What follows belongs to an exercise in optimizing a design on an open flow for small area and a short achievable clock period; a production flow would make more cautious choices.
Only simulation tests tie the RTL to the original design; equivalence was not proved.
Power figures rest on the tool's default switching activity, not on a simulated workload.

## before
==> flow/design.v (excerpt) <==
module CPU (
    input clk,
    input reset,
    output [15:0] pc,
    input [15:0] instr,
    output [15:0] alu_out,
    output mem_read,
    output mem_write,
    input [15:0] mem_data
);
Size: ~1100 cells after synthesis, about 410 flip-flops, about 68 I/O pins, about 0.016 mm^2 of cells after synthesis.
clock: 3.5 ns
lec_check: 0
cap_margin: 20
core_margin: 2
core_utilization: 55
cts_buf_list: sky130_fd_sc_hd__clkbuf_16
cts_cluster_diameter: 80
cts_cluster_size: 24
setup_slack_margin: 1.6
slew_margin: 20
standard.sh (not shown) runs the stock make flow with config.mk's settings and CLKGATE_MAP_FILE= SYNTH_SCRIPT=/design/flow/synth_recipe.tcl, a recipe that flattens the netlist after the stock synthesis.
==> flow/flow/run.sh <==
#!/bin/bash
# Layout flow: the standard ORFS flow (standard.sh), with the standard
# synthesis unchanged. Only two layout settings differ from the standard
# flow: the resizer may swap a cell for one of another footprint, and the
# port buffers start as buf_2 instead of a delay cell. Each step's full
# output goes to a log file of its own here.
set -euo pipefail
bash standard.sh synth > synth.log 2>&1
bash standard.sh MATCH_CELL_FOOTPRINT=0 \
  "BUFFER_PORTS_ARGS=-buffer_cell sky130_fd_sc_hd__buf_2" finish > layout.log 2>&1
before closes out successfully: all stages finished, all timing, DRC and antenna checks passed.
Changes in after relative to before:
Settings: changing CORE_UTILIZATION from 55 to 65.
==> flow/flow/run.sh <==
#!/bin/bash
set -euo pipefail
bash standard.sh synth > synth.log 2>&1
bash standard.sh MATCH_CELL_FOOTPRINT=0 \
  "BUFFER_PORTS_ARGS=-buffer_cell sky130_fd_sc_hd__buf_2" \
  "CTS_ARGS=-sink_clustering_enable -repair_clock_nets -buf_list sky130_fd_sc_hd__clkbuf_16 -sink_clustering_size 24 -sink_clustering_max_diameter 80 -dont_use_dummy_load" \
  finish > layout.log 2>&1
[summary]
- The final layout from after, which completed every stage, passed the timing, DRC and antenna checks at the end of the flow.
- after: layout overhead on the synthesized area is 1.6 points lower than what before reported.
- Diff before..after | number of top-level pins | unchanged
- Going from before to after, upper clock frequency limit now smaller; part of the total power dissipated in the clock network now smaller; global-route usage now larger; count of clock-buffer cells in the layout comparable; sum of internal, switching and leakage power now smaller.
- When after is set beside before, its total iterations of the first detailed-routing run turns out to be 1 smaller.
- before reports its start point of the critical path as id_sel2[13]$_DFF_P_ while after reports id_sel2[14]$_DFF_P_.
- Going from before to after, hold slack went down by 0.023 ns, sequential share of layout area went up by 0.92 points, non-clock buffer total of the final layout went down by 20.

* * *

CPU, a different RTL version from the one above (not shown whole).
Size in the first run: roughly 68 I/O pins, about 16000 um2 of cells after synthesis.
export LEC_CHECK = 0
export CAP_MARGIN = 20
export CORE_MARGIN = 2
export CORE_UTILIZATION = 60
export CTS_BUF_LIST = sky130_fd_sc_hd__clkbuf_16
export CTS_CLUSTER_DIAMETER = 80
export CTS_CLUSTER_SIZE = 24
export PLACE_DENSITY = 0.68
export SETUP_SLACK_MARGIN = 1.6
export SLEW_MARGIN = 20
create_clock -name core_clock -period 3.5 [get_ports {clk}]
==> flow/flow/run.sh <==
#!/bin/bash
set -euo pipefail
bash standard.sh synth > synth.log 2>&1
bash standard.sh MATCH_CELL_FOOTPRINT=0 \
  "BUFFER_PORTS_ARGS=-buffer_cell sky130_fd_sc_hd__buf_2" \
  "CTS_ARGS=-sink_clustering_enable -repair_clock_nets -buf_list sky130_fd_sc_hd__clkbuf_16 -sink_clustering_size 24 -sink_clustering_max_diameter 80 -dont_use_dummy_load" \
  finish > layout.log 2>&1
Edit:
--- a/flow/config.mk
+++ b/flow/config.mk
@@ -12,5 +12,5 @@
 export CTS_CLUSTER_DIAMETER = 80
 export CTS_CLUSTER_SIZE = 24
-export PLACE_DENSITY = 0.68
+export PLACE_DENSITY = 0.78
 export SETUP_SLACK_MARGIN = 1.6
 export SLEW_MARGIN = 20
The new run completed without violations. Non-clock buffer count came out lower by 17. Global-route usage came out lower by 1.2 points. Sequential share of layout area came out higher by 0.49 points. Setup slack gets worse by 0.015 ns. Total power came out lower slightly. Die area does not change. Design area came out lower slightly. Critical path depth is unchanged. Register-to-register slack stays flat. Clock power stays flat. Via count came out higher slightly.
Edit:
--- a/flow/config.mk
+++ b/flow/config.mk
@@ -12,5 +12,4 @@
 export CTS_CLUSTER_DIAMETER = 80
 export CTS_CLUSTER_SIZE = 24
-export PLACE_DENSITY = 0.78
-export SETUP_SLACK_MARGIN = 1.6
+export SETUP_SLACK_MARGIN = 1.7
 export SLEW_MARGIN = 20
What happened: Clock power hardly moves; setup slack improves by 0.064 ns; clock skew is about the same; cell area climbs by 4.7%; fmax increases by 3.4%; first-iteration DRC count drops by 24%.
Edit:
--- a/flow/config.mk
+++ b/flow/config.mk
@@ -8,8 +8,8 @@
 export CAP_MARGIN = 20
 export CORE_MARGIN = 2
-export CORE_UTILIZATION = 60
+export CORE_UTILIZATION = 65
 export CTS_BUF_LIST = sky130_fd_sc_hd__clkbuf_16
 export CTS_CLUSTER_DIAMETER = 80
 export CTS_CLUSTER_SIZE = 24
-export SETUP_SLACK_MARGIN = 1.7
+export SETUP_SLACK_MARGIN = 1.6
 export SLEW_MARGIN = 20
=>
- worst setup slack degrades by 0.057 ns
- critical path depth increases by 4
- wire length goes down slightly
- final cell count is lower by a few percent
- fmax falls by a few percent
- power falls slightly
- hold slack degrades by 0.17 ns
Edit:
==> flow/flow/run.sh (replaced) <==
#!/bin/bash
set -euo pipefail
bash standard.sh synth > synth.log 2>&1
bash standard.sh MATCH_CELL_FOOTPRINT=0 \
  "BUFFER_PORTS_ARGS=-buffer_cell sky130_fd_sc_hd__buf_1" \
  "CTS_ARGS=-sink_clustering_enable -repair_clock_nets -buf_list sky130_fd_sc_hd__clkbuf_16 -sink_clustering_size 24 -sink_clustering_max_diameter 80 -dont_use_dummy_load" \
  finish > layout.log 2>&1
--- a/flow/config.mk
+++ b/flow/config.mk
@@ -8,5 +8,5 @@
 export CAP_MARGIN = 20
 export CORE_MARGIN = 2
-export CORE_UTILIZATION = 65
+export CORE_UTILIZATION = 60
 export CTS_BUF_LIST = sky130_fd_sc_hd__clkbuf_16
 export CTS_CLUSTER_DIAMETER = 80
Effect: The new run finished with timing, DRC and antenna clean; global-route usage drops by 2.1 points; wire length increases by about 1.5%; core utilization drops by 5.2 points; cell count rises by 1.6%; non-clock buffer count climbs by 15; via count does not change; cell area is unchanged.

* * *

The RTL this note starts from:
==> flow/design.v <==
module ALU_PG (
    input  [15:0] data1,
    input  [15:0] data2,
    input         sub,
    output [15:0] p,
    output [15:0] g
);
    wire [15:0] b = data2 ^ {16{sub}};
    assign p = (data1 ^ data2) ^ {16{sub}};
    assign g = {data1[15:1] & b[15:1], (data1[0] & b[0]) | (p[0] & sub)};
endmodule
module ALU (
    input  [15:0] p,
    input  [15:0] g,
    input         sub,
    output [15:0] sum,
    output [15:0] and_result,
    output [15:0] or_result
);
    wire [15:0] g1, p1, g2, p2, g3, p3, c;
    genvar i;
    generate
        for (i = 0; i < 16; i = i + 1) begin : l1
            if (i >= 1) begin
                assign g1[i] = g[i] | (p[i] & g[i-1]);
                assign p1[i] = p[i] & p[i-1];
            end else begin
                assign g1[i] = g[i];
                assign p1[i] = p[i];
            end
        end
        for (i = 0; i < 16; i = i + 1) begin : l2
            if (i >= 2) begin
                assign g2[i] = g1[i] | (p1[i] & g1[i-2]);
                assign p2[i] = p1[i] & p1[i-2];
            end else begin
                assign g2[i] = g1[i];
                assign p2[i] = p1[i];
            end
        end
        for (i = 0; i < 16; i = i + 1) begin : l3
            if (i >= 4) begin
                assign g3[i] = g2[i] | (p2[i] & g2[i-4]);
                assign p3[i] = p2[i] & p2[i-4];
            end else begin
                assign g3[i] = g2[i];
                assign p3[i] = p2[i];
            end
        end
        for (i = 0; i < 16; i = i + 1) begin : l4
            if (i >= 8)
                assign c[i] = g3[i] | (p3[i] & g3[i-8]);
            else
                assign c[i] = g3[i];
        end
    endgenerate
    assign sum = p ^ {c[14:0], sub};
    assign and_result = g;
    assign or_result  = p | g;
endmodule
module Control_Unit (
    input  [3:0] opcode,
    output       mem_read,
    output       mem_write,
    output       reg_write,
    output [1:0] alu_op
);
    assign mem_read  = (opcode == 4'd5);
    assign mem_write = (opcode == 4'd6);
    assign reg_write = (opcode >= 4'd1) && (opcode <= 4'd5);
    assign alu_op    = (opcode == 4'd2) ? 2'd1 :
                       (opcode == 4'd3) ? 2'd2 :
                       (opcode == 4'd4) ? 2'd3 : 2'd0;
endmodule
module Register_File (
    input         clk,
    input         clear,
    input  [3:0]  next_reg1,     
    input  [3:0]  next_reg2,
    input  [15:0] read_sel1,     
    input  [15:0] read_sel2,
    input  [15:0] write_en,      
    input  [15:0] write_data,
    output reg [15:0] next_sel1,
    output reg [15:0] next_sel2,
    output reg [15:0] reg_data1,
    output reg [15:0] reg_data2
);
    reg [15:0] registers [0:15];
    integer i;
    always @(posedge clk) begin
        for (i = 0; i < 16; i = i + 1)
            if (write_en[i] || clear)
                registers[i] <= write_data & {16{~clear}};
    end
    always @(*) begin
        for (i = 0; i < 16; i = i + 1) begin
            next_sel1[i] = next_reg1 == i;
            next_sel2[i] = next_reg2 == i;
        end
    end
    always @(*) begin
        reg_data1 = 16'b0;
        reg_data2 = 16'b0;
        for (i = 0; i < 16; i = i + 1) begin
            reg_data1 = reg_data1 | (registers[i] & {16{read_sel1[i]}});
            reg_data2 = reg_data2 | (registers[i] & {16{read_sel2[i]}});
        end
    end
endmodule
module Hazard_Detection_Unit (
    input        clk,
    input        reset,
    input        id_mem_read,
    input  [3:0] id_rd,
    input  [15:0] instr,
    output reg   stall
);
    always @(posedge clk or posedge reset) begin
        if (reset)
            stall <= 1'b0;
        else if (id_mem_read && (id_rd == instr[11:8] || id_rd == instr[7:4]))
            stall <= 1'b1;
    end
endmodule
module CPU (
    input clk,
    input reset,
    output [15:0] pc,
    input [15:0] instr,
    output [15:0] alu_out,
    output mem_read,
    output mem_write,
    input [15:0] mem_data
);
    wire stall;
    reg  [1:0] after_reset;
    wire       rf_clear = after_reset != 2'd3;
    wire       started  = after_reset != 2'd0;
    reg        ex_sel_sum, ex_sel_and, ex_sel_or, wb_hold;
    reg [15:0] pc_reg;
    reg        id_mem_read, id_mem_write, id_reg_write;
    reg [1:0]  id_alu_op;
    reg        id_sub;
    reg [3:0]  id_ra;
    reg [15:0] id_sel1, id_sel2;   
    reg [15:0] ex_p, ex_g;
    reg        ex_sub;
    reg        ex_mem_read, ex_reg_write;
    reg [3:0]  ex_rd;
    reg [15:0] wb_result;
    reg        wb_mem_read;
    reg [15:0] wb_we;        
    wire       dec_mem_read, dec_mem_write, dec_reg_write;
    wire [1:0] dec_alu_op;
    wire [15:0] next_sel1, next_sel2;
    wire [15:0] rf_data1, rf_data2, id_p, id_g, alu_sum, alu_and, alu_or;
    reg  [15:0] ex_we;
    Control_Unit cu (
        .opcode(instr[15:12]),
        .mem_read(dec_mem_read),
        .mem_write(dec_mem_write),
        .reg_write(dec_reg_write),
        .alu_op(dec_alu_op)
    );
    Hazard_Detection_Unit hdu (
        .clk(clk),
        .reset(reset),
        .id_mem_read(id_mem_read),
        .id_rd(id_ra),
        .instr(instr),
        .stall(stall)
    );
    always @(posedge clk or posedge reset) begin
        if (reset) begin
            after_reset  <= 2'd0;
            pc_reg       <= 16'b0;
            id_mem_read  <= 1'b0;
            id_mem_write <= 1'b0;
        end else begin
            if (rf_clear)
                after_reset <= after_reset + 2'd1;
            pc_reg <= pc_reg + {15'b0, ~stall};
            if (!stall) begin
                id_mem_read  <= dec_mem_read;
                id_mem_write <= dec_mem_write;
            end
        end
    end
    always @(posedge clk) begin
        id_reg_write <= dec_reg_write;
        id_alu_op    <= dec_alu_op;
        id_sub       <= dec_alu_op == 2'd1;
        id_ra        <= instr[11:8];
        id_sel1      <= next_sel1;
        id_sel2      <= next_sel2;
    end
    Register_File rf (
        .clk(clk),
        .clear(rf_clear),
        .next_reg1(instr[11:8]),
        .next_reg2(instr[7:4]),
        .read_sel1(id_sel1),
        .read_sel2(id_sel2),
        .write_en(wb_we),
        .write_data(wb_mem_read ? mem_data : wb_result),
        .next_sel1(next_sel1),
        .next_sel2(next_sel2),
        .reg_data1(rf_data1),
        .reg_data2(rf_data2)
    );
    ALU_PG alu_pg (
        .data1(rf_data1),
        .data2(rf_data2),
        .sub(id_sub),
        .p(id_p),
        .g(id_g)
    );
    always @(posedge clk) begin
        ex_p         <= id_p;
        ex_g         <= id_g;
        ex_sub       <= id_sub;
        ex_mem_read  <= id_mem_read;
        ex_reg_write <= id_reg_write;
        ex_rd        <= id_ra;
    end
    ALU alu (
        .p(ex_p),
        .g(ex_g),
        .sub(ex_sub),
        .sum(alu_sum),
        .and_result(alu_and),
        .or_result(alu_or)
    );
    integer i;
    always @(*)
        for (i = 0; i < 16; i = i + 1)
            ex_we[i] = ex_reg_write && ex_rd == i;
    always @(posedge clk or posedge reset) begin
        if (reset) begin
            ex_sel_sum   <= 1'b0;
            ex_sel_and   <= 1'b0;
            ex_sel_or    <= 1'b0;
            wb_hold      <= 1'b0;
            wb_result    <= 16'b0;
        end else begin
            ex_sel_sum   <= started & ~stall & ~id_alu_op[1];
            ex_sel_and   <= started & ~stall & (id_alu_op == 2'd2);
            ex_sel_or    <= started & ~stall & (id_alu_op == 2'd3);
            wb_hold      <= started & stall;
            wb_result    <= (alu_sum & {16{ex_sel_sum}}) | (alu_and & {16{ex_sel_and}})
                          | (alu_or & {16{ex_sel_or}}) | (wb_result & {16{wb_hold}});
        end
    end
    always @(posedge clk) begin
        wb_mem_read <= ex_mem_read;
        wb_we       <= ex_we;
    end
    assign pc       = pc_reg;
    assign alu_out  = wb_result;
    assign mem_read = id_mem_read;
    assign mem_write = id_mem_write;
endmodule
==> flow/config.mk <==
export PLATFORM = sky130hd
export DESIGN_NAME = CPU
export DESIGN_NICKNAME = CPU
export VERILOG_FILES = /design/flow/design.v
export SDC_FILE = /design/flow/constraint.sdc
export NUM_CORES = 4
export LEC_CHECK = 0
export CAP_MARGIN = 20
export CORE_MARGIN = 2
export CORE_UTILIZATION = 60
export CTS_BUF_LIST = sky130_fd_sc_hd__clkbuf_16
export CTS_CLUSTER_DIAMETER = 80
export CTS_CLUSTER_SIZE = 24
export SETUP_SLACK_MARGIN = 1.6
export SLEW_MARGIN = 20
export TNS_END_PERCENT = 60
==> flow/constraint.sdc <==
create_clock -name core_clock -period 3.5 [get_ports {clk}]
set_input_delay 0.7000 -clock core_clock [delete_from_list [all_inputs] [get_ports {clk}]]
set_output_delay 0.7000 -clock core_clock [all_outputs]
set_load 0.01 [all_outputs]
==> flow/flow/run.sh <==
#!/bin/bash
set -euo pipefail
bash standard.sh synth > synth.log 2>&1
bash standard.sh MATCH_CELL_FOOTPRINT=0 \
  "BUFFER_PORTS_ARGS=-buffer_cell sky130_fd_sc_hd__buf_2" \
  "CTS_ARGS=-sink_clustering_enable -repair_clock_nets -buf_list sky130_fd_sc_hd__clkbuf_16 -sink_clustering_size 24 -sink_clustering_max_diameter 80 -dont_use_dummy_load" \
  finish > layout.log 2>&1
Then changed:
Settings changed: CORE_UTILIZATION 60 to 55, TNS_END_PERCENT 60 to default.
Result: Cell area grows slightly; sequential cell count stays the same; global-route usage shrinks by 1.0 points; via count barely changes; fmax shrinks by a few percent; routed wire length grows by a few percent; worst hold slack improved by 60 ps; worst setup slack got worse by 41 ps; final cell count grows by a few percent; clock skew shrinks by 15 ps; power grows slightly.
Then changed:
Settings changed: CORE_UTILIZATION 55 to 60.
Result: The new run finished clean; clock skew grows by 15 ps; setup slack improves by 46 ps; die area shrinks by 8.1%; sequential share of layout area grows by 0.60 points; via count shrinks by 0.61%; clock power shrinks by about 2%; wire length shrinks by 5.2%; cell area shrinks by 0.86%; worst hold slack degrades by 60 ps.
Then changed:
Settings changed: SETUP_SLACK_MARGIN 1.6 to 1.5.
=> Maximum frequency came out lower by 6.2%; global-route usage stays flat; clock power is about the same; power came out lower by 0.73%; sequential share of layout area came out higher by 0.55 points; via count stays flat; core utilization came out lower by 0.74 points; count of clock-buffer cells in the layout does not change; register-to-register slack loses 130 ps.

==> port drivers added, routing unchanged <==
Ports are ideal in the flow. The routed layouts listed here were re-timed in OpenROAD. Step 1 sets driving cells, clkbuf_16 on the clock port and buf_2 on the other inputs (assumed; they add their load-dependent delay and slew). Step 2 times the ports against the registers' clock, not the clock port: input delays grow and output delays shrink by t, the midpoint of the rising clock arrivals with the driver on. Three values: ideal ports, drivers, drivers and shift; two values: the first two.
run | shift t [ns] | slack for setup (ns) | slew at the worst register clock pin (ns) | worst data-port slew with drivers (ns)
before | 0.586 | 1.612 / 1.612 / 1.612 | 0.10 / 0.10 | 0.03
after | 0.574 | 1.568 / 1.568 / 1.568 | 0.10 / 0.10 | 0.04
the first run of note 2 | 0.572 | 1.596 / 1.596 / 1.341 | 0.10 / 0.10 | 0.03
the second run of note 2 | 0.573 | 1.582 / 1.582 / 1.332 | 0.10 / 0.10 | 0.03
the third run of note 2 | 0.559 | 1.646 / 1.646 / 1.251 | 0.10 / 0.10 | 0.04
the fourth run of note 2 | 0.560 | 1.588 / 1.588 / 1.331 | 0.10 / 0.10 | 0.03
the fifth run of note 2 | 0.568 | 1.571 / 1.571 / 1.448 | 0.10 / 0.10 | 0.04
the first run of note 3 | 0.565 | 1.589 / 1.589 / 1.274 | 0.10 / 0.10 | 0.04
the second run of note 3 | 0.573 | 1.548 / 1.548 / 1.486 | 0.10 / 0.10 | 0.03
the third run of note 3 | 0.563 | 1.594 / 1.594 / 1.272 | 0.10 / 0.10 | 0.04
the fourth run of note 3 | 0.562 | 1.468 / 1.468 / 1.338 | 0.10 / 0.10 | 0.04
After both steps setup and hold are still met in every run listed. For the third run of note 2, which loses most, drivers alone change the setup slack by 0.000 ns; drivers and shift together by -0.395 ns.
